From an optimization exercise on the open Yosys and OpenROAD flow, aimed at small area and a short achievable clock period; shortcuts taken in it are not production practice. Function was not checked in any run shown here: the RTL went through the layout flow alone. Power figures rest on the tool's default switching activity, not on a simulated workload.

===== design/flow/design.v =====
module REGFILE (
    input  wire          CLK,
    input  wire          RSTN,
    input  wire          WE,
    input  wire [4:0]    WA,
    input  wire [31:0]   DI,
    output wire [1023:0] Q,         
    output wire [31:0]   VALID,     
    output wire [31:0]   CONSIG,
    output wire [31:0]   CONSIG_D    
);
    reg [31:0] r31;
    reg [30:0] valid;
    reg [31*32-1:0] rf;
    wire [31:0] wdec = WE ? (32'd1 << WA) : 32'd0;
    integer w;
    always @(posedge CLK) begin
        for (w = 0; w < 31; w = w + 1)
            if (wdec[w]) rf[w*32 +: 32] <= DI;
    end
    always @(posedge CLK or negedge RSTN) begin
        if (!RSTN) begin
            valid <= 31'd0;
            r31   <= 32'd0;
        end else begin
            valid <= valid | wdec[30:0];
            if (wdec[31]) r31 <= DI;
        end
    end
    assign Q      = {r31, rf};
    assign VALID  = {1'b1, valid};
    assign CONSIG = r31;
    assign CONSIG_D = wdec[31] ? DI : r31;
endmodule
module RFREAD (
    input  wire [32:0]      S,
    input  wire [33*32-1:0] D,
    output reg  [31:0]      Y
);
    integer k;
    always @(*) begin
        Y = 32'd0;
        for (k = 0; k < 33; k = k + 1)
            Y = Y | ({32{S[k]}} & D[k*32 +: 32]);
    end
endmodule
module OPMUX (
    input  wire [31:0] E,
    input  wire        S,
    input  wire [31:0] L,
    output wire [31:0] Y
);
    assign Y = E | ({32{S}} & L);
endmodule
module RISC_TOY (
    input  wire        CLK,
    input  wire        RSTN,
    output wire        IREQ,
    output wire [29:0] IADDR,
    input  wire [31:0] INSTR,
    output wire        DREQ,
    output wire [1:0]  DRW,
    output wire [29:0] DADDR,
    output wire [31:0] DWDATA,
    output wire [31:0] CONSIG,
    output wire [31:0] CONSIG_D,
    input  wire [31:0] DRDATA
);
    reg [31:0] PC, PC_ID;
    reg        jump_d;               
    reg [31:0] RD1_EX, RD2_EX, IMM_EX;
    reg        RW_EX, DREQ_EX, LD_EX;                    
    reg        BAL_EX, BZ_EX, BNZ_EX, BPOS_EX, BNEG_EX;   
    reg        DRW0_EX, LDRES_EX, LINK_EX;
    reg [4:0]  RAC_EX;
    reg [3:0]  SA_EX, SB_EX;         
    reg [4:0]  SBB_EX;               
    reg        SHREG_EX;             
    reg [4:0]  SHIMM_EX;
    reg        OP_ADD, OP_SUB, OP_NEG, OP_AND, OP_OR, OP_XOR, OP_NOT, OP_PASSB;
    reg        OP_SHL, OP_LSR, OP_ASR, OP_ROR, OP_PC;
    reg [31:0] ALU_MEM, RD2_MEM;
    reg        RW_MEM, DREQ_MEM;                         
    reg [1:0]  DRW_MEM;
    reg [4:0]  RAC_MEM;
    reg        LDRES_MEM, LINK_MEM;
    reg [31:0] WBVAL;
    reg        RW_WB;                                    
    reg [4:0]  RAC_WB;
    reg        LD_WB;
    wire [31:0] RESULT_WB = LD_WB ? DRDATA : WBVAL;
    wire [4:0] op = INSTR[31:27];
    wire [4:0] fa = INSTR[26:22];
    wire [4:0] fb = INSTR[21:17];
    wire [4:0] fc = INSTR[16:12];
    wire isADD  = op == 5'b00000;
    wire isADDI = op == 5'b00001;
    wire isSUB  = op == 5'b00010;
    wire isNEG  = op == 5'b00011;
    wire isNOT  = op == 5'b00100;
    wire isAND  = op == 5'b00101;
    wire isANDI = op == 5'b00110;
    wire isOR   = op == 5'b00111;
    wire isORI  = op == 5'b01000;
    wire isXOR  = op == 5'b01001;
    wire isLSR  = op == 5'b01010;
    wire isASR  = op == 5'b01011;
    wire isSHL  = op == 5'b01100;
    wire isROR  = op == 5'b01101;
    wire isMOVI = op == 5'b01110;
    wire isJ    = op == 5'b01111;
    wire isJL   = op == 5'b10000;
    wire isBR   = op == 5'b10001;
    wire isBRL  = op == 5'b10010;
    wire isST   = op == 5'b10011;
    wire isSTR  = op == 5'b10100;
    wire isLD   = op == 5'b10101;
    wire isLDR  = op == 5'b10110;
    wire isLDIP = op == 5'b10111;
    wire isSTIP = op == 5'b11000;
    wire regwrite = isADD | isADDI | isSUB | isNEG | isNOT | isAND | isANDI | isOR |
                    isORI | isXOR | isLSR | isASR | isSHL | isROR | isMOVI | isJL |
                    isBRL | isLD | isLDR;
    wire memreq   = isST | isSTR | isLD | isLDR | isLDIP | isSTIP;
    wire isload   = isLD | isLDR | isLDIP;                   
    wire drw0     = isLDIP | isSTIP;                         
    wire branch   = isBR | isBRL;
    wire jump     = isJ | isJL;
    wire pcrel    = isLDR | isSTR;
    wire useimm   = isADDI | isANDI | isORI | isMOVI | isJ | isJL | isST | isSTR |
                    isLD | isLDR | isLDIP | isSTIP;
    wire nn  = isNEG | isNOT;
    wire stx = isST | isSTR;
    function mA;    
        input [4:0] R;
        input nn_, str_;
        input [4:0] fb_, fc_;
        mA = ~str_ & (nn_ ? (fc_ == R) : (fb_ == R));
    endfunction
    function mB;    
        input [4:0] R;
        input nn_, stx_;
        input [4:0] fa_, fc_;
        mB = stx_ ? (fa_ == R) : (~nn_ & (fc_ == R));
    endfunction
    wire taken;
    wire flush = taken | jump_d;
    wire hz    = LD_EX & (RAC_EX != 5'd0) &
                 (mA(RAC_EX, nn, isSTR, fb, fc) | mB(RAC_EX, nn, stx, fa, fc));
    wire vld   = ~taken & ~jump_d & ~hz;     
    wire [31:0] sext17 = {{15{INSTR[16]}}, INSTR[16:0]};
    wire [31:0] zext17 = {15'd0, INSTR[16:0]};
    wire [31:0] sext22 = {{10{INSTR[21]}}, INSTR[21:0]};
    wire [31:0] zext22 = {10'd0, INSTR[21:0]};
    wire [31:0] P4_ID  = PC_ID + 32'd4;
    wire [31:0] target = (jump ? P4_ID : PC_ID) + sext22;
    reg [31:0] imm_ID;
    always @(*) begin
        if (jump)                      imm_ID = P4_ID;       
        else if (isBRL)                imm_ID = PC_ID;       
        else if (isST | isLD)          imm_ID = (fb == 5'b11111) ? zext17 : sext17;
        else if (isSTR | isLDR)        imm_ID = target;      
        else if (isLDIP | isSTIP)      imm_ID = zext22;
        else                           imm_ID = sext17;
    end
    wire [1023:0] rf_q;
    wire [31:0]   rf_valid;
    REGFILE u_rf (
        .CLK(CLK), .RSTN(RSTN),
        .WE(RW_WB), .WA(RAC_WB), .DI(RESULT_WB),
        .Q(rf_q), .VALID(rf_valid),
        .CONSIG(CONSIG), .CONSIG_D(CONSIG_D)
    );
    wire fwd1 = RW_WB & (RAC_WB != 5'd0) & mA(RAC_WB, nn, isSTR, fb, fc);
    wire fwd2 = RW_WB & (RAC_WB != 5'd0) & mB(RAC_WB, nn, stx, fa, fc);
    wire [31:0] decfa = 32'd1 << fa;
    wire [31:0] decfb = 32'd1 << fb;
    wire [31:0] decfc = 32'd1 << fc;
    wire [31:0] wbm   = RW_WB ? ((32'd1 << RAC_WB) & 32'hFFFFFFFE) : 32'd0;
    wire [31:0] rmask = rf_valid & ~wbm;
    wire [31:0] dec1  = (nn ? decfc : decfb) & rmask;
    wire [31:0] dec2  = (stx ? decfa : nn ? 32'd0 : decfc) & rmask;
    wire [32:0] sel1 = {fwd1, dec1};
    wire [32:0] sel2 = {fwd2, dec2};
    wire [31:0] RD1_ID, RD2_ID;
    RFREAD u_rd1 (.S(sel1), .D({RESULT_WB, rf_q}), .Y(RD1_ID));
    RFREAD u_rd2 (.S(sel2), .D({RESULT_WB, rf_q}), .Y(RD2_ID));
    wire fmA = RW_EX  & (RAC_EX  != 5'd0) & mA(RAC_EX,  nn, isSTR, fb, fc);
    wire fwA = RW_MEM & (RAC_MEM != 5'd0) & mA(RAC_MEM, nn, isSTR, fb, fc);
    wire fmB = RW_EX  & (RAC_EX  != 5'd0) & mB(RAC_EX,  nn, stx, fa, fc);
    wire fwB = RW_MEM & (RAC_MEM != 5'd0) & mB(RAC_MEM, nn, stx, fa, fc);
    wire zeroA = (fb == 5'b11111);
    wire [3:0] sa_ID = pcrel ? 4'b0000 :      
                       zeroA ? 4'b0000 :
                       fmA   ? 4'b0010 :
                       fwA   ? (LDRES_MEM ? 4'b1000 : 4'b0100) : 4'b0001;
    wire [3:0] sb_ID = fmB   ? 4'b0010 :
                       fwB   ? (LDRES_MEM ? 4'b1000 : 4'b0100) : 4'b0001;
    wire [31:0] A_EX;
    wire [31:0] PCp4 = PC + 32'd4;
    wire [31:0] pc_base = (hz & ~jump_d) ? PC : (jump & ~jump_d) ? target : PCp4;
    wire [31:0] pc_next = taken ? A_EX : pc_base;
    always @(posedge CLK or negedge RSTN) begin
        if (!RSTN) begin
            PC     <= 32'd0;
            PC_ID  <= 32'd0;
            jump_d <= 1'b0;
        end else begin
            PC     <= pc_next;
            PC_ID  <= flush ? 32'd0 : hz ? PC_ID : PC;
            jump_d <= jump & ~flush;
        end
    end
    assign IREQ  = RSTN ? 1'b1 : 1'b0;
    assign IADDR = PC[29:0];
    wire [2:0] bc = INSTR[2:0];
    always @(posedge CLK or negedge RSTN) begin
        if (!RSTN) begin
            RW_EX   <= 1'b0;
            DREQ_EX <= 1'b0;
            LD_EX   <= 1'b0;
            BAL_EX  <= 1'b0;
            BZ_EX   <= 1'b0;
            BNZ_EX  <= 1'b0;
            BPOS_EX <= 1'b0;
            BNEG_EX <= 1'b0;
        end else begin
            RW_EX   <= vld & regwrite;
            DREQ_EX <= vld & memreq;
            LD_EX   <= vld & isload;
            BAL_EX  <= vld & branch & (bc == 3'b001);
            BZ_EX   <= vld & branch & (bc == 3'b010);
            BNZ_EX  <= vld & branch & (bc == 3'b011);
            BPOS_EX <= vld & branch & (bc == 3'b100);
            BNEG_EX <= vld & branch & (bc == 3'b101);
        end
    end
    always @(posedge CLK) begin
        RD1_EX    <= RD1_ID;
        RD2_EX    <= RD2_ID;
        IMM_EX    <= imm_ID;
        RAC_EX    <= fa;
        DRW0_EX   <= drw0;
        LDRES_EX  <= isload;
        LINK_EX   <= isJL | isBRL;
        SA_EX     <= sa_ID;
        SB_EX     <= sb_ID;
        SBB_EX    <= isNEG ? 5'd0 : useimm ? 5'b10000 : {1'b0, sb_ID};
        SHREG_EX  <= INSTR[5];
        SHIMM_EX  <= INSTR[4:0];
        OP_ADD    <= isADD | isADDI | isST | isSTR | isLD | isLDR;
        OP_SUB    <= isSUB;
        OP_NEG    <= isNEG;
        OP_AND    <= isAND | isANDI;
        OP_OR     <= isOR | isORI;
        OP_XOR    <= isXOR;
        OP_NOT    <= isNOT;
        OP_PASSB  <= isMOVI | branch | isLDIP | isSTIP;
        OP_PC     <= isJL;      
        OP_SHL    <= isSHL;
        OP_LSR    <= isLSR;
        OP_ASR    <= isASR;
        OP_ROR    <= isROR;
    end
    wire [31:0] A_e  = ({32{SA_EX[0]}} & RD1_EX)  | ({32{SA_EX[1]}} & ALU_MEM) |
                       ({32{SA_EX[2]}} & WBVAL);
    wire [31:0] R2_e = ({32{SB_EX[0]}} & RD2_EX)  | ({32{SB_EX[1]}} & ALU_MEM) |
                       ({32{SB_EX[2]}} & WBVAL);
    wire [31:0] B_e  = ({32{SBB_EX[0]}} & RD2_EX)  | ({32{SBB_EX[1]}} & ALU_MEM) |
                       ({32{SBB_EX[2]}} & WBVAL)   | ({32{SBB_EX[4]}} & IMM_EX);
    wire [31:0] A, R2, B;
    OPMUX u_opa (.E(A_e),  .S(SA_EX[3]),  .L(DRDATA), .Y(A));
    OPMUX u_opr (.E(R2_e), .S(SB_EX[3]),  .L(DRDATA), .Y(R2));
    OPMUX u_opb (.E(B_e),  .S(SBB_EX[3]), .L(DRDATA), .Y(B));
    assign A_EX = A;
    wire r2z = (R2 == 32'd0);
    assign taken = BAL_EX | (BZ_EX & r2z) | (BNZ_EX & ~r2z) |
                   (BPOS_EX & ~R2[31]) | (BNEG_EX & R2[31]);
    wire [31:0] X   = A ^ {32{OP_NEG}};
    wire [31:0] Y   = B ^ {32{OP_SUB}};    
    wire [31:0] SUM = X + Y + {31'd0, OP_SUB | OP_NEG};
    wire [4:0] sh = SHREG_EX ? R2[4:0] : SHIMM_EX;
    function [31:0] rev32;
        input [31:0] v;
        integer i;
        begin
            for (i = 0; i < 32; i = i + 1) rev32[i] = v[31-i];
        end
    endfunction
    wire [31:0] SX = OP_SHL ? rev32(A) : A;
    wire [31:0] RR = (({SX, SX}) >> sh);
    wire [31:0] MK = 32'hFFFFFFFF >> sh;
    wire [31:0] T  = RR & MK;
    wire [31:0] SHR = T | ({32{OP_ASR & A[31]}} & ~MK);
    wire [31:0] alu =
        ({32{OP_ADD | OP_SUB | OP_NEG}} & SUM) |
        ({32{OP_AND}}   & (A & B)) |
        ({32{OP_OR}}    & (A | B)) |
        ({32{OP_XOR}}   & (A ^ B)) |
        ({32{OP_NOT}}   & ~A) |
        ({32{OP_PASSB}} & B) |
        ({32{OP_PC}}    & PC) |
        ({32{OP_SHL}}   & rev32(T)) |
        ({32{OP_LSR | OP_ASR}} & SHR) |
        ({32{OP_ROR}}   & RR);
    always @(posedge CLK or negedge RSTN) begin
        if (!RSTN) begin
            RW_MEM   <= 1'b0;
            DREQ_MEM <= 1'b0;
        end else begin
            RW_MEM   <= RW_EX;
            DREQ_MEM <= DREQ_EX;
        end
    end
    always @(posedge CLK) begin
        ALU_MEM   <= alu;
        RD2_MEM   <= LINK_EX ? IMM_EX : R2;    
        DRW_MEM   <= {LD_EX, DRW0_EX};
        RAC_MEM   <= RAC_EX;
        LDRES_MEM <= LDRES_EX;
        LINK_MEM  <= LINK_EX;
    end
    assign DREQ   = DREQ_MEM;
    assign DRW    = DRW_MEM;
    assign DADDR  = ALU_MEM[29:0];
    assign DWDATA = RD2_MEM;
    always @(posedge CLK or negedge RSTN) begin
        if (!RSTN) RW_WB <= 1'b0;
        else       RW_WB <= RW_MEM;
    end
    always @(posedge CLK) begin
        WBVAL  <= LINK_MEM ? RD2_MEM : ALU_MEM;
        RAC_WB <= RAC_MEM;
        LD_WB  <= LDRES_MEM;
    end
endmodule
module MAC10 (
    input  wire [9:0] acc,
    input  wire [3:0] a,
    input  wire [3:0] b,
    output wire [9:0] s
);
    wire t1 = acc[1] ^ (a[0] & b[1]) ^ (a[1] & b[0]);
    wire t2 = (acc[1] & (a[0] & b[1])) | (acc[1] & (a[1] & b[0])) | ((a[0] & b[1]) & (a[1] & b[0]));
    wire t3 = acc[2] ^ (a[0] & b[2]) ^ (a[1] & b[1]);
    wire t4 = (acc[2] & (a[0] & b[2])) | (acc[2] & (a[1] & b[1])) | ((a[0] & b[2]) & (a[1] & b[1]));
    wire t5 = acc[3] ^ (a[1] & b[2]) ^ (a[2] & b[1]);
    wire t6 = (acc[3] & (a[1] & b[2])) | (acc[3] & (a[2] & b[1])) | ((a[1] & b[2]) & (a[2] & b[1]));
    wire t7 = ~(a[3] & b[0]) ^ ~(a[0] & b[3]);
    wire t8 = ~(a[3] & b[0]) & ~(a[0] & b[3]);
    wire t9 = acc[4] ^ (a[2] & b[2]) ^ ~(a[3] & b[1]);
    wire t10 = (acc[4] & (a[2] & b[2])) | (acc[4] & ~(a[3] & b[1])) | ((a[2] & b[2]) & ~(a[3] & b[1]));
    wire t11 = ~(a[1] & b[3]) ^ 1'b1;
    wire t12 = ~(a[1] & b[3]) & 1'b1;
    wire t13 = acc[5] ^ ~(a[3] & b[2]) ^ ~(a[2] & b[3]);
    wire t14 = (acc[5] & ~(a[3] & b[2])) | (acc[5] & ~(a[2] & b[3])) | (~(a[3] & b[2]) & ~(a[2] & b[3]));
    wire t15 = t2 ^ t3 ^ (a[2] & b[0]);
    wire t16 = (t2 & t3) | (t2 & (a[2] & b[0])) | (t3 & (a[2] & b[0]));
    wire t17 = t4 ^ t5 ^ t7;
    wire t18 = (t4 & t5) | (t4 & t7) | (t5 & t7);
    wire t19 = t6 ^ t8 ^ t9;
    wire t20 = (t6 & t8) | (t6 & t9) | (t8 & t9);
    wire t21 = t10 ^ t12 ^ t13;
    wire t22 = (t10 & t12) | (t10 & t13) | (t12 & t13);
    wire t23 = t14 ^ acc[6] ^ (a[3] & b[3]);
    wire t24 = (t14 & acc[6]) | (t14 & (a[3] & b[3])) | (acc[6] & (a[3] & b[3]));
    wire t25 = t18 ^ t19 ^ t11;
    wire t26 = (t18 & t19) | (t18 & t11) | (t19 & t11);
    wire t27 = t24 ^ acc[7] ^ 1'b1;
    wire t28 = (t24 & acc[7]) | (t24 & 1'b1) | (acc[7] & 1'b1);
    wire t29 = t26 ^ t20 ^ t21;
    wire t30 = (t26 & t20) | (t26 & t21) | (t20 & t21);
    wire t31 = t28 ^ acc[8] ^ 1'b1;
    wire t32 = (t28 & acc[8]) | (t28 & 1'b1) | (acc[8] & 1'b1);
    wire t33 = t30 ^ t22 ^ t23;
    wire t34 = (t30 & t22) | (t30 & t23) | (t22 & t23);
    wire t35 = t32 ^ acc[9] ^ 1'b1;
    wire t36 = (t32 & acc[9]) | (t32 & 1'b1) | (acc[9] & 1'b1);
    wire [9:0] x = {t35, t31, t34, t33, t29, t25, t16, t15, t1, acc[0]};
    wire [9:0] y = {1'b0, 1'b0, t27, 1'b0, 1'b0, 1'b0, t17, 1'b0, 1'b0, (a[0] & b[0])};
    assign s = x + y;
endmodule
module CUSTOM_IP (
    input  wire        CLK,
    input  wire        RSTN,
    input  wire [31:0] IPIN,
    input  wire [31:0] CON,
    input  wire [31:0] CON_D,    
    output wire [31:0] IPOUT
);
    wire start_bit = CON[2];
    wire is_3x3    = CON[0];
    wire init_bit  = CON[1];
    reg        receiving_enable, computing_enable;
    reg [2:0]  cnt;
    reg [4:0]  exec_cnt;
    reg        clr_mac, update_ready;
    reg [1:0]  mac_enable;
    reg        last_start_bit;
    reg        zrows;
    reg [15:0] buf0, buf1, buf2, buf3, buf4, buf5, buf6, buf7;
    wire start_evt = start_bit & ~last_start_bit & ~receiving_enable & ~computing_enable;
    always @(posedge CLK or negedge RSTN) begin
        if (!RSTN) begin
            receiving_enable <= 1'b0;
            computing_enable <= 1'b0;
            cnt              <= 3'd0;
            exec_cnt         <= 5'd0;
            clr_mac          <= 1'b0;
            update_ready     <= 1'b0;
            mac_enable       <= 2'b00;
            last_start_bit   <= 1'b0;
            zrows            <= 1'b0;
        end else begin
            last_start_bit <= start_bit;
            if (init_bit) begin
                receiving_enable <= 1'b0;
                computing_enable <= 1'b0;
                cnt              <= 3'd0;
                exec_cnt         <= 5'd0;
            end
            if (start_evt) begin
                receiving_enable <= 1'b1;
                cnt              <= 3'd1;
                zrows            <= 1'b0;
            end else if (receiving_enable) begin
                if (cnt == 3'd7) begin
                    receiving_enable <= 1'b0;
                    cnt              <= 3'd0;
                    computing_enable <= 1'b1;
                    exec_cnt         <= 5'd0;
                    if (init_bit) zrows <= 1'b1;
                end else begin
                    cnt <= cnt + 3'd1;
                end
            end
            if (computing_enable && !init_bit) begin
                exec_cnt <= exec_cnt + 5'd1;
                if (exec_cnt == 5'd0) begin
                    clr_mac      <= 1'b1;
                    update_ready <= 1'b1;
                    mac_enable   <= is_3x3 ? 2'b01 : 2'b11;
                end else if (exec_cnt == 5'd1) begin
                    clr_mac <= 1'b0;
                end else if (exec_cnt > 5'd12) begin
                    computing_enable <= 1'b0;
                    update_ready     <= 1'b0;
                    mac_enable       <= 2'b00;
                    exec_cnt         <= 5'd0;
                end
            end else if (init_bit) begin
                clr_mac      <= 1'b1;
                update_ready <= 1'b1;
                mac_enable   <= is_3x3 ? 2'b01 : 2'b11;
            end else begin
                clr_mac      <= 1'b0;
                update_ready <= 1'b0;
                mac_enable   <= 2'b00;
            end
        end
    end
    wire [15:0] wdata = (is_3x3 && receiving_enable && (cnt == 3'd3 || cnt == 3'd7)) ? 16'd0 : IPIN[15:0];
    wire [7:0]  wrow  = start_evt ? 8'd1 : receiving_enable ? (8'd1 << cnt) : 8'd0;
    always @(posedge CLK) begin
        if (wrow[0]) buf0 <= wdata;
        if (wrow[1]) buf1 <= wdata;
        if (wrow[2]) buf2 <= wdata;
        if (wrow[3]) buf3 <= wdata;
        if (wrow[4]) buf4 <= wdata;
        if (wrow[5]) buf5 <= wdata;
        if (wrow[6]) buf6 <= wdata;
        if (wrow[7]) buf7 <= wdata;
    end
    wire [15:0] zm = {16{~zrows}};
    wire [15:0] row [0:7];
    assign row[0] = buf0 & zm;
    assign row[1] = buf1 & zm;
    assign row[2] = buf2 & zm;
    assign row[3] = buf3 & zm;
    assign row[4] = buf4 & zm;
    assign row[5] = buf5 & zm;
    assign row[6] = buf6 & zm;
    assign row[7] = buf7;
    wire [13:0] d;
    genvar ge;
    generate
        for (ge = 0; ge < 14; ge = ge + 1) begin : g_dec
            assign d[ge] = computing_enable & (exec_cnt == ge);
        end
    endgenerate
    reg [3:0] a_in_row [0:3];
    reg [3:0] b_in_col [0:3];
    integer r, c, t;
    always @(*) begin
        for (r = 0; r < 4; r = r + 1) begin
            a_in_row[r] = 4'd0;
            for (t = 0; t < 4; t = t + 1)
                if (d[r + t + 2] && !(is_3x3 && (r == 3 || t == 3)))
                    a_in_row[r] = a_in_row[r] | row[r][t*4 +: 4];
        end
        for (c = 0; c < 4; c = c + 1) begin
            b_in_col[c] = 4'd0;
            for (t = 0; t < 4; t = t + 1)
                if (d[c + t + 2] && !(is_3x3 && c == 3))
                    b_in_col[c] = b_in_col[c] | row[4 + t][c*4 +: 4];
        end
    end
    reg  [63:0]  a_q, b_q;
    reg  [159:0] acc_q;
    reg  [1:0]   gvalid;
    wire [63:0]  pa, pb;
    wire [15:0]  en;
    wire [159:0] acc_d;
    genvar gi, gj;
    generate
        for (gi = 0; gi < 4; gi = gi + 1) begin : g_i
            for (gj = 0; gj < 4; gj = gj + 1) begin : g_j
                localparam integer N = gi * 4 + gj;
                wire [9:0] macs;
                assign en[N] = (gi == 3 || gj == 3) ? mac_enable[1] : mac_enable[0];
                if (gj == 0) begin : g_a0
                    assign pa[N*4 +: 4] = a_in_row[gi];
                end else begin : g_a1
                    assign pa[N*4 +: 4] = a_q[(N-1)*4 +: 4];
                end
                if (gi == 0) begin : g_b0
                    assign pb[N*4 +: 4] = b_in_col[gj];
                end else begin : g_b1
                    assign pb[N*4 +: 4] = b_q[(N-4)*4 +: 4];
                end
                MAC10 u_mac (.acc(acc_q[N*10 +: 10]), .a(pa[N*4 +: 4]), .b(pb[N*4 +: 4]), .s(macs));
                assign acc_d[N*10 +: 10] = clr_mac ? 10'd0 : macs;
            end
        end
    endgenerate
    integer m;
    always @(posedge CLK or negedge RSTN) begin
        if (!RSTN) begin
            a_q <= 64'd0;
            b_q <= 64'd0;
        end else begin
            for (m = 0; m < 16; m = m + 1)
                if (en[m]) begin
                    a_q[m*4 +: 4] <= pa[m*4 +: 4];
                    b_q[m*4 +: 4] <= pb[m*4 +: 4];
                end
        end
    end
    integer q;
    always @(posedge CLK) begin
        for (q = 0; q < 16; q = q + 1)
            if (en[q] & update_ready) acc_q[q*10 +: 10] <= acc_d[q*10 +: 10];
    end
    always @(posedge CLK or negedge RSTN) begin
        if (!RSTN) gvalid <= 2'b00;
        else       gvalid <= gvalid | (mac_enable & {2{update_ready & clr_mac}});
    end
    wire [1:0]  gvalid_d = gvalid | (mac_enable & {2{update_ready & clr_mac}});
    wire [3:0]  sel_d    = {CON_D[7:6], CON_D[5:4]};
    wire        selg_d   = (CON_D[7:6] == 2'd3) | (CON_D[5:4] == 2'd3);
    wire        on_d     = CON_D[8] & gvalid_d[selg_d];
    reg  [15:0] rsel;
    always @(posedge CLK or negedge RSTN) begin
        if (!RSTN) rsel <= 16'd0;
        else       rsel <= on_d ? (16'd1 << sel_d) : 16'd0;
    end
    reg [9:0] cval;
    integer s;
    always @(*) begin
        cval = 10'd0;
        for (s = 0; s < 16; s = s + 1)
            cval = cval | ({10{rsel[s]}} & acc_q[s*10 +: 10]);
    end
    assign IPOUT = {{22{cval[9]}}, cval};
endmodule
module RISC_TOY_SYS (
    input  wire          CLK,
    input  wire          RSTN,
    output wire          IREQ,
    output wire [29:0]   IADDR,
    input  wire [31:0]   INSTR,
    output wire          DREQ,
    output wire [1:0]    DRW,
    output wire [29:0]   DADDR,
    output wire [31:0]   DWDATA,
    input  wire [31:0]   DRDATA,
    output wire [31:0]   CONSIG,
    input  wire [31:0]   IPIN,
    output wire [31:0]   IPOUT
);
    wire [31:0] consig_d;    
    RISC_TOY u_core (
        .CLK    (CLK),
        .RSTN   (RSTN),
        .IREQ   (IREQ),
        .IADDR  (IADDR),
        .INSTR  (INSTR),
        .DREQ   (DREQ),
        .DRW    (DRW),
        .DADDR  (DADDR),
        .DWDATA (DWDATA),
        .CONSIG (CONSIG),
        .CONSIG_D (consig_d),
        .DRDATA (DRDATA)
    );
    CUSTOM_IP u_ip (
        .CLK    (CLK),
        .RSTN   (RSTN),
        .IPIN   (IPIN),
        .CON    (CONSIG),
        .CON_D  (consig_d),
        .IPOUT  (IPOUT)
    );
endmodule

===== design/flow/flow/run.sh =====
#!/bin/bash
# Own flow for RISC_TOY_SYS. Runs in the standard flow's work folder (design.v,
# config.mk, standard.sh, synth_recipe.tcl, flow/, out/).
#  1. design_gl.v: design.v with two combinational modules replaced by
#     gate-level ones (flow/gen_gl.py): the register file's read selector
#     (RFREAD, an a222oi AND-OR tree) and the EX operand selector's last
#     gate (OPMUX, a21o). They have no registers, so the registers are the
#     standard synthesis's.
#  2. Synthesis is synth_recipe.tcl with the ABC pass called through a Tcl
#     proc (same script and arguments).
#  3. the standard layout (standard.sh) with small port buffers
#     (buf_2) instead of buffer_ports' default delay cells, and repair_timing
#     aimed below the clock period (the SDC is unchanged).
# Each tool's output goes to a log file of its own here.
set -euo pipefail
W=$(pwd)
python3 flow/gen_gl.py "$W/rfread_gl.v" > gen_gl.log 2>&1
python3 - "$W/design.v" "$W/rfread_gl.v" "$W/design_gl.v" > design_gl.log 2>&1 <<'PY'
import re, sys
src = open(sys.argv[1]).read()
gl = open(sys.argv[2]).read()
for m in ("RFREAD", "OPMUX"):
    pat = re.compile(r"\bmodule\s+" + m + r"\b.*?\bendmodule\b", re.S)
    assert len(pat.findall(src)) == 1, m + " not found exactly once"
    src = pat.sub("", src)
open(sys.argv[3], "w").write(src + "\n" + gl)
print("design_gl.v written")
PY
{
  echo 'proc synth {args} { yosys synth -nofsm -noshare {*}$args }'
  echo 'proc abc {args} { yosys abc {*}$args }'
  tail -n +2 synth_recipe.tcl
} > my_synth.tcl
bash standard.sh \
  "VERILOG_FILES=$W/design_gl.v" \
  "SYNTH_SCRIPT=$W/my_synth.tcl" \
  "BUFFER_PORTS_ARGS=-buffer_cell sky130_fd_sc_hd__buf_2" \
  "SETUP_SLACK_MARGIN=8.5" \
  finish > standard_flow.log 2>&1

===== design/flow/flow/gen_gl.py =====
#!/usr/bin/env python3
"""Writes gate-level (sky130hd cells) versions of two RTL modules, used by
flow/run.sh in place of the RTL ones:
  RFREAD (rtl/model.v): 33-way one-hot AND-OR, 32 bits (a222oi tree);
  OPMUX (rtl/stage_EX.v): Y = E | (S & L), 32 bits (one a21o per bit)."""
import sys
P = "sky130_fd_sc_hd__"
NT, W = 33, 32
o = ["// Generated by flow/gen_gl.py for the own flow.",
     "module RFREAD (S, D, Y);",
     f"  input [{NT-1}:0] S;",
     f"  input [{NT*W-1}:0] D;",
     f"  output [{W-1}:0] Y;"]
for b in range(W):
    o.append(f"  wire [10:0] n{b};")
    o.append(f"  wire [2:0] p{b};")
    for g in range(11):
        t = [3*g, 3*g+1, 3*g+2]
        o.append(f"  {P}a222oi_1 a{b}_{g} (.A1(S[{t[0]}]), .A2(D[{t[0]*W+b}]), .B1(S[{t[1]}]), .B2(D[{t[1]*W+b}]), .C1(S[{t[2]}]), .C2(D[{t[2]*W+b}]), .Y(n{b}[{g}]));")
    o.append(f"  {P}nand4_1 q{b}_0 (.A(n{b}[0]), .B(n{b}[1]), .C(n{b}[2]), .D(n{b}[3]), .Y(p{b}[0]));")
    o.append(f"  {P}nand4_1 q{b}_1 (.A(n{b}[4]), .B(n{b}[5]), .C(n{b}[6]), .D(n{b}[7]), .Y(p{b}[1]));")
    o.append(f"  {P}nand3_1 q{b}_2 (.A(n{b}[8]), .B(n{b}[9]), .C(n{b}[10]), .Y(p{b}[2]));")
    o.append(f"  {P}or3_1 r{b} (.A(p{b}[0]), .B(p{b}[1]), .C(p{b}[2]), .X(Y[{b}]));")
o.append("endmodule")
o += ["module OPMUX (E, S, L, Y);",
      "  input [31:0] E;", "  input S;", "  input [31:0] L;", "  output [31:0] Y;"]
for b in range(32):
    o.append(f"  {P}a21o_1 m{b} (.A1(S), .A2(L[{b}]), .B1(E[{b}]), .X(Y[{b}]));")
o.append("endmodule")
open(sys.argv[1], "w").write("\n".join(o) + "\n")

===== design/flow/standard.sh =====
#!/bin/bash
# synth_recipe.tcl (not shown) runs the flow's synth.tcl, then flattens the netlist and writes it again
# the make line also repeats each setting of config.mk as NAME=value (left out here)
make -C /OpenROAD-flow-scripts/flow DESIGN_CONFIG=/design/flow/config.mk WORK_HOME=/design/flow/orfs CLKGATE_MAP_FILE= SYNTH_SCRIPT=/design/flow/synth_recipe.tcl "${@:-finish}"

===== design/flow/config.mk =====
export PLATFORM = sky130hd
export DESIGN_NAME = RISC_TOY_SYS
export DESIGN_NICKNAME = RISC_TOY_SYS
export VERILOG_FILES = /design/flow/design.v
export SDC_FILE = /design/flow/constraint.sdc
export NUM_CORES = 8
export LEC_CHECK = 0
export CAP_MARGIN = 20
export CORE_MARGIN = 2
export CORE_UTILIZATION = 55
export CTS_CLUSTER_DIAMETER = 100
export CTS_CLUSTER_SIZE = 24
export SETUP_SLACK_MARGIN = 0.2
export SLEW_MARGIN = 20

===== design/flow/constraint.sdc =====
create_clock -name core_clock -period 14.0 [get_ports {CLK}]
set_input_delay 2.8000 -clock core_clock [delete_from_list [all_inputs] [get_ports {CLK}]]
set_output_delay 2.8000 -clock core_clock [all_outputs]
set_load 0.01 [all_outputs]

==> results.toml, run 1 <==
[outcome]
status = "complete, no violations"

[cts]
cts.htree.levels = 3
max-clock-path-buffers = 3
postCtsHoldBufs = 0
tritoncts = "done"
root_buffer = "clkbuf_16"
cts_buffers = 89
clk_latency_ns = 0.82
clkTransAtPathRegs_ns = 0.10
cts_num_sinks = 1795

[floorplan]
fp.dieArea_mm2 = 0.175
die_h_um = 418
dieWidth_um = 418
initial_util = 0.552
placementRows = 152
ios = 258
design.core.area_mm2 = 0.171

[pwr]
post-layout-total-power_mw = 15.1
static-leakage-power_nw = 39.4
p_clk_frac = 0.206
irDropWorstVdd_uv = 152
power.density_cell_area_mw_per_mm2 = 145
internal_power_mw = 9.48
share_comb_of_total_power = 0.302
power.share.switching = 0.373
share_seq_of_total_power = 0.492
p_sw_mw = 5.64

[logic_synthesis]
synthesis.nets = 8367
synthCells = 7808
yosys_top_cell_area_share = 0.407
yosys-mux-area-fraction = 0.0460
ys_dominant_reg_cell = "edfxtp_1"
synth_xor_area_frac = 0.0302
synth_compound_area_frac = 0.172
synth_warnings = 5
synth_edf_count = 1280
synth_simple_gate_area_share = 0.101
yosys.area.top_type = "edfxtp_1"
synth.top_cells.by_area = "edfxtp_1 41%, a222oi_1 8.3%, dfrtp_1 7.1%"
yosysMostFrequentCell = "edfxtp_1"
synthAdderAreaFrac = 0.0779
synth_cell_type_count = 100
synth_sequential_area_ratio = 0.531
main_combinational_cell_family_by_area_after_synthesis = "compound AO/OA/AOI/OAI gates"
ys_ff_latch = 1795
ys_top_cells_by_count = "1280 x edfxtp_1, 785 x a222oi_1, 542 x nand2_1"
syn_area_per_cell_um2 = 12.1
syn-cell-area_mm2 = 0.0944
ys_async_sr_fraction = 0.149

[critical_path]
cp_top_family = "compound AO/OA/AOI/OAI gates"
timing.critical_path.arrival_ns = 6.60
worstPathRequired_ns = 14.64
path_max_fanout = 5
critPathKind = "in -> reg"
critical_path.cell_chain = "buf_12, or4b_4, buf_6, o21ai_4, buf_12, buf_8, nand2_2, xnor2_2, ha_1, o211ai_1, o211a_4, o21a_4, nor3_4, nor2_4, buf_6, o21ai_4, a21oi_2, xor2_1, o211ai_1"
critPathLaunchType = "input pin"
worst_setup_path_end_kind = "flip-flop"
timing.critical_path.slowest_stage_cell = "or4b_4"
cp_num_buf_inv = 5
cpPeakStageDelay_ns = 0.56

[route]
route.vias.total = 76300
drtAntennaViolNets = 0
viasPerCell = 7.35
drc_errors = 0
first_pass_iters = 17
finalWirelength_um = 377000
wl_per_cell_um = 36.3
drt_iter0_drc = 15100

[grt]
grt_overflow_total = 0
number_of_global_route_vias_before_repair = 71500
number_of_antenna_violations_at_the_first_check_in_global_routing = 56
total_routing_resource_utilization_after_global_routing = 0.418
grt_start_max_net_pins = 71
first_pass_grt_wire_length_um = 523000

[placement]
placedCellCount = 10000
post-dp-hpwl_um = 246000
globalplace.congestion = 0.995
numPortBuffers = 241

[timing]
fin_crit_ns = 5.96
final_max_slew_viol_count = 0
setup_violations = 0
hold_ws_ns = 0.340
timing.setup.tns_ns = 0
fmax_mhz = 168
slew_headroom = 0.142
rsz0062_at_grt = "yes"
max_slew.worst_pin.slew_ns = 1.28
timing.clock.skew_ns = 0.0659
final_cycle_utilization_of_the_critical_path = 0.426
report.final.hold_viol_count = 0

[job]
maxCapViolations = 0

[worst_hold_path]
hold_crit_path_type = "reg -> reg"

[finish]
layout.area.seq_mm2 = 0.0501
layout-drive-gt1-share = 0.159
num-nets-final = 8563
finish.utilization = 0.609
total_area_of_multi_input_combinational_cells_mm2 = 0.0425
layout.filler_cells = 13800
area_delta_synth_final_pct = 10.4
layout.cells.non_filler = 10400
-- routing by layer --
| layer | up-vias | track usage | part of all wire |
|---|---|---|---|
| li1 | 31300 | - | - |
| met5 | - | 0 | 0.00026 |
| met2 | 5762 | 0.606 | 0.43 |
| met1 | 38200 | 0.559 | 0.37 |
| met4 | 10 | 0.275 | 0.077 |
| met3 | 1048 | 0.103 | 0.13 |
-- placed cells by master, fill, tap and decap left out, types with 93 or more instances in the layout --
| master | netlist | routed |
|---|---|---|
| ha_1 | 250 | 245 |
| buf_2 | 31 | 234 |
| edfxtp_1 | 1280 | 1280 |
| xor2_1 | 174 | 167 |
| nor2_1 | 401 | 338 |
| mux2_2 | 237 | 235 |
| a22oi_1 | 130 | 118 |
| a222oi_1 | 785 | 785 |
| dfrtp_1 | 268 | 257 |
| nand4_1 | 171 | 172 |
| fa_1 | 211 | 204 |
| and2_1 | 128 | 123 |
| a21o_1 | 122 | 105 |
| o21ai_0 | 193 | 158 |
| clkbuf_16 | 0 | 93 |
| a21oi_1 | 253 | 200 |
| xnor2_1 | 150 | 135 |
| dfxtp_1 | 247 | 241 |
| or3_1 | 100 | 96 |
| buf_4 | 116 | 227 |
| nand2_1 | 542 | 532 |
| nand3_1 | 179 | 177 |
| inv_1 | 483 | 461 |
-- stage by stage --
stage	setup slack [ns]	instance area (µm²)
global placement	6.54	98300
global route	7.96	104000
CTS	8.16	103000
finish	8.04	104000
detailed placement	6.52	98300
floorplan	7.67	94600
-- flip-flops by register name (all words and copies together) (netlist names), 31 cells and up --
signal	flops
u_core.RD2_EX	32
u_core.ALU_MEM	32
u_ip.b_q	48
u_core.PC	32
u_ip.a_q	48
u_core.PC_ID	32
u_core.WBVAL	32
u_core.u_rf.rf	992
u_core.u_rf.r31	32
u_core.RD2_MEM	32
u_core.IMM_EX	32
u_ip.acc_q	160
u_core.u_rf.valid	31
u_core.RD1_EX	32
-- worst reg2reg max path, stage by stage (launching register included) --
cell	delay (ns)
dfrtp_2	0.43
inv_2	0.05
ha_1	0.20
and2_4	0.17
buf_12	0.15
nor2b_4	0.15
buf_6	0.18
buf_12	0.12
a22oi_1	0.20
a21oi_2	0.12
buf_4	0.20
and2_1	0.17
fa_1	0.51
inv_1	0.06
fa_1	0.42
fa_1	0.40
fa_1	0.37
inv_1	0.07
fa_1	0.45
and3b_1	0.21
a21oi_1	0.19
or3_1	0.14
a21oi_1	0.06
-- cell type report --
cell class                      count  share of cell area
Clock buffer                      151              0.0240
Tap cell                         2233              0.0268
Timing Repair Buffer              522              0.0379
Inverter                          484              0.0174
Sequential cell                  1795               0.481
Clock inverter                     17             0.00312
Antenna cell                       64             0.00154
Multi-Input combinational cell   5112               0.408
-- cells by family after synthesis --
logic type      count (synthesis)
fa+ha+maj                     461
buf+inv                       907
compound gates               2019
simple gates                 1935
flops                        1795
xor+xnor                      325
mux                           366
-- power groups by stage --
stage	clock [mW]	combinational, mW	sequential [mW]
floorplan	0	2.81	6.96
global placement	0	3.97	7.48
detailed placement	0	4.05	7.49
CTS	3.13	4.24	7.37
global route	3.30	4.85	7.45
finish	3.11	4.57	7.44
-- worst paths after layout --
check / start / to / slack (ns) / depth (start not counted)
worst max-delay path: INSTR[30] / u_core.IMM_EX[25] / 8.04 / 19
worst min-delay path: u_core.DRW0_EX / u_core.DRW_MEM[0] / 0.34 / 0
worst max register to register: u_ip.exec_cnt[0] / u_ip.acc_q[129] / 8.72 / 22
worst min register to register: u_core.DRW0_EX / u_core.DRW_MEM[0] / 0.34 / 0
max in group asynchronous: RSTN / u_core.u_rf.r31[10] / 9.35 / 6
min in group asynchronous: RSTN / u_ip.a_q[53] / 1.95 / 1
-- timing repair --
item / CTS / global route
endpoints found under the setup margin: 174 / 144
pin swaps: 52 / 114
resized for setup: 172 / 178
endpoints found under the hold margin: 0 / 0
setup buffers: 47 / 59
cloned: 9 / 4
==> run 2, diff against run 1 <==
--- a/design/flow/design.v
+++ b/design/flow/design.v
@@ -74,10 +74,11 @@
     reg        DRW0_EX, LDRES_EX, LINK_EX;
     reg [4:0]  RAC_EX;
     reg [3:0]  SA_EX, SB_EX;         
-    reg [4:0]  SBB_EX;               
+    reg [5:0]  SBB_EX;               
     reg        SHREG_EX;             
     reg [4:0]  SHIMM_EX;
-    reg        OP_ADD, OP_SUB, OP_NEG, OP_AND, OP_OR, OP_XOR, OP_NOT, OP_PASSB;
+    reg        OP_ADD, OP_SUB;
+    reg [3:0]  LUT_EX;      
     reg        OP_SHL, OP_LSR, OP_ASR, OP_ROR, OP_PC;
     reg [31:0] ALU_MEM, RD2_MEM;
     reg        RW_MEM, DREQ_MEM;                         
@@ -243,19 +244,18 @@
         DRW0_EX   <= drw0;
         LDRES_EX  <= isload;
         LINK_EX   <= isJL | isBRL;
-        SA_EX     <= sa_ID;
+        SA_EX     <= isNEG ? 4'b0000 : sa_ID;
         SB_EX     <= sb_ID;
-        SBB_EX    <= isNEG ? 5'd0 : useimm ? 5'b10000 : {1'b0, sb_ID};
+        SBB_EX    <= isNEG ? {sa_ID[0], 1'b0, sa_ID[3:1], 1'b0} : useimm ? 6'b010000 : {2'b00, sb_ID};
         SHREG_EX  <= INSTR[5];
         SHIMM_EX  <= INSTR[4:0];
         OP_ADD    <= isADD | isADDI | isST | isSTR | isLD | isLDR;
-        OP_SUB    <= isSUB;
-        OP_NEG    <= isNEG;
-        OP_AND    <= isAND | isANDI;
-        OP_OR     <= isOR | isORI;
-        OP_XOR    <= isXOR;
-        OP_NOT    <= isNOT;
-        OP_PASSB  <= isMOVI | branch | isLDIP | isSTIP;
+        OP_SUB    <= isSUB | isNEG;
+        LUT_EX    <= (isAND | isANDI)                     ? 4'b1000 :
+                     (isOR | isORI)                       ? 4'b1110 :
+                     isXOR                                ? 4'b0110 :
+                     isNOT                                ? 4'b0011 :
+                     (isMOVI | branch | isLDIP | isSTIP)  ? 4'b1010 : 4'b0000;
         OP_PC     <= isJL;      
         OP_SHL    <= isSHL;
         OP_LSR    <= isLSR;
@@ -267,7 +267,8 @@
     wire [31:0] R2_e = ({32{SB_EX[0]}} & RD2_EX)  | ({32{SB_EX[1]}} & ALU_MEM) |
                        ({32{SB_EX[2]}} & WBVAL);
     wire [31:0] B_e  = ({32{SBB_EX[0]}} & RD2_EX)  | ({32{SBB_EX[1]}} & ALU_MEM) |
-                       ({32{SBB_EX[2]}} & WBVAL)   | ({32{SBB_EX[4]}} & IMM_EX);
+                       ({32{SBB_EX[2]}} & WBVAL)   | ({32{SBB_EX[4]}} & IMM_EX) |
+                       ({32{SBB_EX[5]}} & RD1_EX);
     wire [31:0] A, R2, B;
     OPMUX u_opa (.E(A_e),  .S(SA_EX[3]),  .L(DRDATA), .Y(A));
     OPMUX u_opr (.E(R2_e), .S(SB_EX[3]),  .L(DRDATA), .Y(R2));
@@ -276,9 +277,8 @@
     wire r2z = (R2 == 32'd0);
     assign taken = BAL_EX | (BZ_EX & r2z) | (BNZ_EX & ~r2z) |
                    (BPOS_EX & ~R2[31]) | (BNEG_EX & R2[31]);
-    wire [31:0] X   = A ^ {32{OP_NEG}};
-    wire [31:0] Y   = B ^ {32{OP_SUB}};    
-    wire [31:0] SUM = X + Y + {31'd0, OP_SUB | OP_NEG};
+    wire [31:0] Y   = B ^ {32{OP_SUB}};
+    wire [31:0] SUM = A + Y + {31'd0, OP_SUB};
     wire [4:0] sh = SHREG_EX ? R2[4:0] : SHIMM_EX;
     function [31:0] rev32;
         input [31:0] v;
@@ -293,12 +293,11 @@
     wire [31:0] T  = RR & MK;
     wire [31:0] SHR = T | ({32{OP_ASR & A[31]}} & ~MK);
     wire [31:0] alu =
-        ({32{OP_ADD | OP_SUB | OP_NEG}} & SUM) |
-        ({32{OP_AND}}   & (A & B)) |
-        ({32{OP_OR}}    & (A | B)) |
-        ({32{OP_XOR}}   & (A ^ B)) |
-        ({32{OP_NOT}}   & ~A) |
-        ({32{OP_PASSB}} & B) |
+        ({32{OP_ADD | OP_SUB}} & SUM) |
+        ({32{LUT_EX[0]}} & ~A & ~B) |
+        ({32{LUT_EX[1]}} & ~A &  B) |
+        ({32{LUT_EX[2]}} &  A & ~B) |
+        ({32{LUT_EX[3]}} &  A &  B) |
         ({32{OP_PC}}    & PC) |
         ({32{OP_SHL}}   & rev32(T)) |
         ({32{OP_LSR | OP_ASR}} & SHR) |
@@ -471,15 +470,14 @@
         if (wrow[6]) buf6 <= wdata;
         if (wrow[7]) buf7 <= wdata;
     end
-    wire [15:0] zm = {16{~zrows}};
     wire [15:0] row [0:7];
-    assign row[0] = buf0 & zm;
-    assign row[1] = buf1 & zm;
-    assign row[2] = buf2 & zm;
-    assign row[3] = buf3 & zm;
-    assign row[4] = buf4 & zm;
-    assign row[5] = buf5 & zm;
-    assign row[6] = buf6 & zm;
+    assign row[0] = buf0;
+    assign row[1] = buf1;
+    assign row[2] = buf2;
+    assign row[3] = buf3;
+    assign row[4] = buf4;
+    assign row[5] = buf5;
+    assign row[6] = buf6;
     assign row[7] = buf7;
     wire [13:0] d;
     genvar ge;
@@ -495,13 +493,13 @@
         for (r = 0; r < 4; r = r + 1) begin
             a_in_row[r] = 4'd0;
             for (t = 0; t < 4; t = t + 1)
-                if (d[r + t + 2] && !(is_3x3 && (r == 3 || t == 3)))
+                if (d[r + t + 2] && !zrows && !(is_3x3 && (r == 3 || t == 3)))
                     a_in_row[r] = a_in_row[r] | row[r][t*4 +: 4];
         end
         for (c = 0; c < 4; c = c + 1) begin
             b_in_col[c] = 4'd0;
             for (t = 0; t < 4; t = t + 1)
-                if (d[c + t + 2] && !(is_3x3 && c == 3))
+                if (d[c + t + 2] && !(zrows && t != 3) && !(is_3x3 && c == 3))
                     b_in_col[c] = b_in_col[c] | row[4 + t][c*4 +: 4];
         end
     end
--- a/design/flow/flow/run.sh
+++ b/design/flow/flow/run.sh
@@ -7,7 +7,7 @@
 #     gate (OPMUX, a21o). They have no registers, so the registers are the
 #     standard synthesis's.
 #  2. Synthesis is synth_recipe.tcl with the ABC pass called through a Tcl
-#     proc (same script and arguments).
+#     proc (same arguments; the script is flow/abc.script if present).
 #  3. the standard layout (standard.sh) with small port buffers
 #     (buf_2) instead of buffer_ports' default delay cells, and repair_timing
 #     aimed below the clock period (the SDC is unchanged).
@@ -26,14 +26,20 @@
 open(sys.argv[3], "w").write(src + "\n" + gl)
 print("design_gl.v written")
 PY
+# ABC: ORFS's script, or flow/abc.script when there is one
+if [[ -f flow/abc.script ]]; then
+  ABCP="set i [lsearch \$args -script]; if {\$i >= 0} { lset args [expr {\$i+1}] $W/flow/abc.script }; "
+else
+  ABCP=""
+fi
 {
   echo 'proc synth {args} { yosys synth -nofsm -noshare {*}$args }'
-  echo 'proc abc {args} { yosys abc {*}$args }'
+  echo "proc abc {args} { ${ABCP}yosys abc {*}\$args }"
   tail -n +2 synth_recipe.tcl
 } > my_synth.tcl
 bash standard.sh \
   "VERILOG_FILES=$W/design_gl.v" \
   "SYNTH_SCRIPT=$W/my_synth.tcl" \
   "BUFFER_PORTS_ARGS=-buffer_cell sky130_fd_sc_hd__buf_2" \
-  "SETUP_SLACK_MARGIN=8.5" \
+  "SETUP_SLACK_MARGIN=8.4" \
   finish > standard_flow.log 2>&1
==> run 2 against run 1 <==
  * Largest cell class unchanged
  * Register-to-register slack worse by 0.12 ns
  * Flip-flop and latch count is 1 lower
  * Critical path type is now in -> out
  * Non-clock buffer count is 2 lower
  * Area after synthesis is 1.2% lower
  * Via count is 1.1% lower
  * Worst hold slack worse by 0.0020 ns
  * Highest routed layer unchanged
  * First-iteration DRC count is 4.8% higher
  * Global-route usage is 0.97 points higher
  * Largest power group unchanged
  * Sequential power is 9.1% higher
  * Clock power hardly changed
==> results.toml, run 2 <==
[pwr]
static-leakage-power_nw = 38.8
p_clk_frac = 0.162
irDropWorstVdd_uv = 167
power.share.switching = 0.404
internal_power_mw = 11.4
power.density_cell_area_mw_per_mm2 = 186
p_sw_mw = 7.70
share_seq_of_total_power = 0.425
share_comb_of_total_power = 0.412

[route]
finalWirelength_um = 382000
drt_iter0_drc = 15900
first_pass_iters = 13
drc_errors = 0
wl_per_cell_um = 37.4
viasPerCell = 7.39
drtAntennaViolNets = 0
route.vias.total = 75400

[grt]
total_routing_resource_utilization_after_global_routing = 0.427
met2_usage = 0.632
grt_start_max_net_pins = 129
grt_use_met1 = 0.557
grt_overflow_total = 0
globalRoute.busiestLayer = "met2"
number_of_antenna_violations_at_the_first_check_in_global_routing = 42
global_route.usage.met3 = 0.106
number_of_global_route_vias_before_repair = 70600
first_pass_grt_wire_length_um = 527000

[timing]
timing.clock.skew_ns = 0.0657
final_cycle_utilization_of_the_critical_path = 0.416
fmax_mhz = 172
timing.setup.tns_ns = 0
max_slew.worst_pin.slew_ns = 1.35
setup_violations = 0
final_max_slew_viol_count = 0
report.final.hold_viol_count = 0
fin_ws_ns = 8.17
rsz0062_at_grt = "yes"
fin_crit_ns = 5.83
slew_headroom = 0.0938

[placement]
post_dp_cell_area_mm2 = 0.0972
post-dp-hpwl_um = 254000
globalplace.congestion = 1.02
dp_worst_setup_slack_ns = 6.68
numPortBuffers = 241

[logic_synthesis]
yosys_top_cell_area_share = 0.412
synth.top_cells.by_area = "edfxtp_1 41%, a222oi_1 8.9%, dfrtp_1 7.2%"
yosys.area.top_type = "edfxtp_1"
synthCells = 7684
syn_area_per_cell_um2 = 12.1
ys_async_sr_fraction = 0.149
synthesis.nets = 8178
synth_warnings = 5
ys_dominant_reg_cell = "edfxtp_1"
ys_top_cells_by_count = "1280 x edfxtp_1, 825 x a222oi_1, 555 x nand2_1"
syn-cell-area_mm2 = 0.0933
synth_sequential_area_ratio = 0.537
yosysMostFrequentCell = "edfxtp_1"
synth_edf_count = 1280
ys_ff_latch = 1794
synth_cell_type_count = 90

[critical_path]
cp-startpoint = "RSTN"
critPathKind = "in -> out"
worstPathRequired_ns = 11.20
cpPeakStageDelay_ns = 0.11
cp.depth = 2
timing.critical_path.arrival_ns = 3.03
worst_setup_path_endpoint = "IREQ"
critPathLaunchType = "input pin"
crit-reg2reg-launch = "u_ip.exec_cnt[0]"
reg2reg_depth = 20
critical_path.cell_chain = "buf_16, buf_6"
cp_top_family = "buffers and inverters"
r2r_setup_slack_ns = 8.60
cp_num_buf_inv = 2
timing.critical_path.slowest_stage_cell = "buf_16"
rr_endpoint = "u_ip.acc_q[29]"
path_max_fanout = 3
worst_setup_path_end_kind = "output pin"

[finish]
layout.area.seq_mm2 = 0.0501
final_design_area_no_fill_mm2 = 0.103
layout-drive-gt1-share = 0.155
layout_common_cells = "1280 x edfxtp_1, 825 x a222oi_1, 543 x nand2_1"
largest_register_ff_count = 992
layout.filler_cells = 13600
largest_registers = "u_core.u_rf.rf x992, u_ip.acc_q x160"
layout_commonest_cell = "edfxtp_1"
total_area_of_multi_input_combinational_cells_mm2 = 0.0414
largest_register = "u_core.u_rf.rf"
area_delta_synth_final_pct = 10.0
num-nets-final = 8364

[cts]
root_buffer = "clkbuf_16"
cts_buffers = 90
clkTransAtPathRegs_ns = 0.10
tritoncts = "done"
cts_num_sinks = 1794
clk_latency_ns = 0.82
cts.htree.levels = 3
max-clock-path-buffers = 3

[floorplan]
die_h_um = 416
dieWidth_um = 416
ios = 258
placementRows = 151
design.core.area_mm2 = 0.169
fp.dieArea_mm2 = 0.173
initial_util = 0.552

[job]
maxCapViolations = 0

[worst_hold_path]
hold_crit_path_type = "reg -> reg"

[outcome]
status = "complete, no violations"
[run 2: cell types whose count changed after synthesis, moves of 21 or more]
cell,delta
mux2i_1,+34
and2_1,+30
a22oi_1,-67
a31oi_1,+38
xor2_1,-23
inv_1,-67
nor2_1,+51
mux2_2,-25
a221oi_1,-21
ha_1,-64
clkbuf_1,+27
a222oi_1,+40
nor2b_1,-27
[run 2: area by class of cell]
cell class	count	area share
antenna	42	0.00102
clock buffer	146	0.0244
clock inverter	19	0.00286
inverter	416	0.0153
multi-input combinational	5048	0.404
sequential	1794	0.488
tap	2218	0.0270
timing repair buffer	520	0.0377
[run 2: cell families (layout without fill, tap and decap cells)]
kind of cell	Yosys count	after routing	share of synthesized area
mux	385	385	0.0496
flops	1794	1794	0.537
fa+ha+maj	396	396	0.0700
simple gates	2008	2011	0.106
buf+inv	845	1101	0.0392
other cells	0	42	0
xor+xnor	288	288	0.0270
compound gates	1968	1968	0.172
[run 2: per-layer routing]
layer | vias up | part of all wire | wire [µm]
met5 | - | 0.00018 | 69
met4 | 10 | 0.082 | 31400
met3 | 1091 | 0.13 | 48500
met2 | 5743 | 0.43 | 165000
met1 | 37700 | 0.36 | 137000
li1 | 30900 | - | -
[run 2: power by group through the flow]
stage | registers, mW | logic [mW] | clock network (mW)
after global routing | 8.15 | 8.64 | 3.27
final | 8.12 | 7.87 | 3.09
after detailed placement | 8.16 | 7.35 | 0
after floorplan | 7.48 | 5.55 | 0
after CTS | 8.05 | 7.57 | 3.11
after global placement | 8.15 | 7.17 | 0
[run 2: worst min path at each step]
stage,from,endpoint,slack [ns],cells after the start
finish,u_core.DRW0_EX,u_core.DRW_MEM[0],0.34,0
global route,u_core.DRW0_EX,u_core.DRW_MEM[0],0.34,0
CTS,u_core.DRW0_EX,u_core.DRW_MEM[0],0.34,0
detailed placement,u_core.DRW0_EX,u_core.DRW_MEM[0],0.32,0
global placement,u_core.DRW0_EX,u_core.DRW_MEM[0],0.31,0
floorplan,u_core.DRW0_EX,u_core.DRW_MEM[0],0.31,0
[run 2: repair_timing]
action                                  in CTS  in global routing
cloned                                       7                  4
hold buffers                                 0                  0
buffers inserted                            60                 58
pin swaps                                   49                 82
resized for setup                          119                131
endpoints found under the setup margin     169                111
[run 2: per-stage QoR]
step	utilization	hold slack, ns	power, mW	cells
4_1_cts	0.599	0.341	18.7	10100
3_3_place_gp	0.575	0.314	15.3	9859
5_1_grt	0.607	0.343	20.1	10200
6_report	0.608	0.338	19.1	10200
2_1_floorplan	-	0.310	13.0	7684
3_5_place_dp	0.576	0.318	15.5	9863
==> run 3, diff against run 2 <==
--- a/design/flow/design.v
+++ b/design/flow/design.v
@@ -154,7 +154,8 @@
     wire [31:0] sext22 = {{10{INSTR[21]}}, INSTR[21:0]};
     wire [31:0] zext22 = {10'd0, INSTR[21:0]};
     wire [31:0] P4_ID  = PC_ID + 32'd4;
-    wire [31:0] target = (jump ? P4_ID : PC_ID) + sext22;
+    wire        tbase  = ~(INSTR[31] & INSTR[29]);
+    wire [31:0] target = (tbase ? P4_ID : PC_ID) + sext22;
     reg [31:0] imm_ID;
     always @(*) begin
         if (jump)                      imm_ID = P4_ID;       
==> run 3 against run 2 <==
  * Cell count is 1.7% lower
  * Clock skew grew 0.031 ns
  * Power is 2.1% lower
  * Critical path type unchanged
  * Largest power group unchanged
==> results.toml, run 3 <==
[critical_path]
reg2reg_depth = 19
cp_top_family = "buffers and inverters"
worstPathRequired_ns = 11.20
r2r_setup_slack_ns = 8.57
critPathLaunchType = "input pin"
critPathKind = "in -> out"
timing.critical_path.slowest_stage_cell = "buf_16"
timing.critical_path.arrival_ns = 3.04
cp_num_buf_inv = 2
worst_setup_path_end_kind = "output pin"
cp.depth = 2
path_max_fanout = 3
cpPeakStageDelay_ns = 0.12
critical_path.cell_chain = "buf_16, buf_6"

[grt]
first_pass_grt_wire_length_um = 521000
number_of_antenna_violations_at_the_first_check_in_global_routing = 42
number_of_global_route_vias_before_repair = 69400
total_routing_resource_utilization_after_global_routing = 0.423
grt_overflow_total = 0
grt_start_max_net_pins = 78

[cts]
root_buffer = "clkbuf_16"
cts_buffers = 88
tritoncts = "done"
clk_latency_ns = 0.83
postCtsHoldBufs = 0
max-clock-path-buffers = 3
clkTransAtPathRegs_ns = 0.10
cts.htree.levels = 3
cts_num_sinks = 1794

[pwr]
share_seq_of_total_power = 0.431
p_clk_frac = 0.164
static-leakage-power_nw = 37.9
post-layout-total-power_mw = 18.7
p_sw_mw = 7.52
power.density_cell_area_mw_per_mm2 = 185
internal_power_mw = 11.2
share_comb_of_total_power = 0.404
power.share.switching = 0.402
irDropWorstVdd_uv = 149

[logic_synthesis]
synth.top_cells.by_area = "edfxtp_1 41%, a222oi_1 8.9%, dfrtp_1 7.2%"
synth_cell_type_count = 88
ys_top_cells_by_count = "1280 x edfxtp_1, 824 x a222oi_1, 527 x nand2_1"
synth_sequential_area_ratio = 0.539
ys_ff_latch = 1794
ys_dominant_reg_cell = "edfxtp_1"
yosysMostFrequentCell = "edfxtp_1"
syn-cell-area_mm2 = 0.0929
yosys_top_cell_area_share = 0.414
yosys.area.top_type = "edfxtp_1"
synthCells = 7571
synth_edf_count = 1280
ys_async_sr_fraction = 0.149
syn_area_per_cell_um2 = 12.3
synth_warnings = 5
synthesis.nets = 8065

[timing]
max_slew.worst_pin.slew_ns = 1.22
fmax_mhz = 171
report.final.hold_viol_count = 0
rsz0062_at_grt = "yes"
timing.clock.skew_ns = 0.0971
final_cycle_utilization_of_the_critical_path = 0.417
final_max_slew_viol_count = 0
hold_ws_ns = 0.353
setup_violations = 0
timing.setup.tns_ns = 0
fin_crit_ns = 5.84
slew_headroom = 0.185

[worst_hold_path]
hold_path_depth = 0
hold_crit_path_type = "reg -> reg"

[job]
maxCapViolations = 0

[finish]
layout.cells.non_filler = 10000
largest_registers = "u_core.u_rf.rf x992, u_ip.acc_q x160"
num-nets-final = 8214
area_delta_synth_final_pct = 8.99
layout.filler_cells = 13600
layout.area.seq_mm2 = 0.0501
largest_register = "u_core.u_rf.rf"
layout_common_cells = "1280 x edfxtp_1, 824 x a222oi_1, 523 x nand2_1"
total_area_of_multi_input_combinational_cells_mm2 = 0.0407
layout-drive-gt1-share = 0.147
largest_register_ff_count = 992
layout_commonest_cell = "edfxtp_1"

[route]
finalWirelength_um = 376000
drtAntennaViolNets = 0
wl_per_cell_um = 37.5
route.vias.total = 74500
drt_iter0_drc = 17000
drc_errors = 0
first_pass_iters = 14
viasPerCell = 7.42

[placement]
post-dp-hpwl_um = 247000
placedCellCount = 9773
numPortBuffers = 241
globalplace.congestion = 0.998

[floorplan]
ios = 258
placementRows = 150
dieWidth_um = 415
design.core.area_mm2 = 0.167
die_h_um = 415
fp.dieArea_mm2 = 0.172
initial_util = 0.555

[outcome]
status = "complete, no violations"
[run 3: changes by cell type after synthesis, sizes merged, moves of 16 or more]
cell    change
o211ai     -16
xnor2      +17
a22oi      +30
inv        -20
and3       -24
nand2b     -20
mux2i      -27
nor2       +55
mux4       +28
nand2      -28
a21oi      -30
[run 3: per-layer routing]
| layer | part of all wire | vias up | track usage |
|---|---|---|---|
| met5 | 0.00014 | - | 0 |
| met4 | 0.084 | 8 | 0.290 |
| met3 | 0.13 | 1105 | 0.105 |
| met2 | 0.43 | 5787 | 0.618 |
| met1 | 0.36 | 37100 | 0.558 |
| li1 | - | 30400 | - |
[run 3: worst paths after layout]
kind | end | startpoint
worst max-delay path | IREQ | RSTN
worst min-delay path | u_core.LDRES_MEM | u_core.LDRES_EX
worst max register to register | u_ip.acc_q[29] | u_ip.exec_cnt[2]
worst min register to register | u_core.LDRES_MEM | u_core.LDRES_EX
max in group asynchronous | u_core.PC[6] | RSTN
min in group asynchronous | u_ip.b_q[23] | RSTN
[run 3: cells by family (layout without fill, tap and decap cells)]
logic type | after synthesis | count (layout) | synth area share
adder cells (fa/ha/maj) | 396 | 396 | 0.0703
buffers and inverters | 818 | 1040 | 0.0385
AND/OR/NAND/NOR | 1952 | 1954 | 0.102
other | 0 | 32 | 0
AO/OA/AOI/OAI | 1934 | 1934 | 0.169
flip-flops | 1794 | 1794 | 0.539
multiplexers | 380 | 380 | 0.0532
XOR/XNOR | 297 | 297 | 0.0280
[run 3: layout make-up]
cell class / instances / area share
multi-input cells: 4961 / 0.402
clock inverters: 18 / 0.00297
repair buffers: 479 / 0.0332
inverters: 396 / 0.0147
diodes: 32 / 0.000791
flip-flops and latches: 1794 / 0.495
clock buffers: 147 / 0.0243
well taps: 2204 / 0.0272
[run 3: stage by stage]
stage,utilization,cell area (µm²),setup WS [ns]
2_1_floorplan,-,93100,8.21
3_3_place_gp,0.579,97000,6.87
3_5_place_dp,0.579,97000,6.90
4_1_cts,0.598,100000,8.16
5_1_grt,0.604,101000,8.16
6_report,0.605,101000,8.16
[run 3: power by group through the flow]
stage / combinational, mW / clock, mW / sequential (mW)
floorplan: 5.50 / 0 / 7.47
global placement: 7.10 / 0 / 8.09
detailed placement: 7.30 / 0 / 8.10
CTS: 7.38 / 3.08 / 7.99
global route: 8.31 / 3.25 / 8.09
finish: 7.55 / 3.07 / 8.06
[run 3: timing repair]
item / CTS / global route
resized for setup: 60 / 117
setup buffers: 12 / 38
pin swaps: 20 / 43
gates cloned: 4 / 5
setup endpoints to repair: 176 / 157

what the ideal ports hide:
No port has a modelled driver above. Below, the same layouts with a new extraction and two added sets of constraints. Step 1 sets driving cells, clkbuf_16 on the clock port and buf_2 on the other inputs (assumed; they add their load-dependent delay and slew). Step 2 also shifts input and output timing later by t, the mid clock arrival at the registers, as if the neighbouring blocks saw the same clock. a / b / c = ideal ports / drivers / drivers and shift; a / b = the first two.
run	shift t [ns]	slack for setup (ns)	slew at the worst register clock pin (ns)	worst slew at a driven data input, ns
run 1	0.876	8.039 / 7.953 / 7.103	0.11 / 0.11	0.27
run 2	0.882	8.170 / 7.997 / 7.259	0.11 / 0.11	0.28
run 3	0.872	8.161 / 7.924 / 7.304	0.11 / 0.11	0.30
After both steps every run listed still meets setup and hold. For run 1, which loses most, drivers alone change the setup slack by -0.086 ns; drivers and shift together by -0.936 ns.
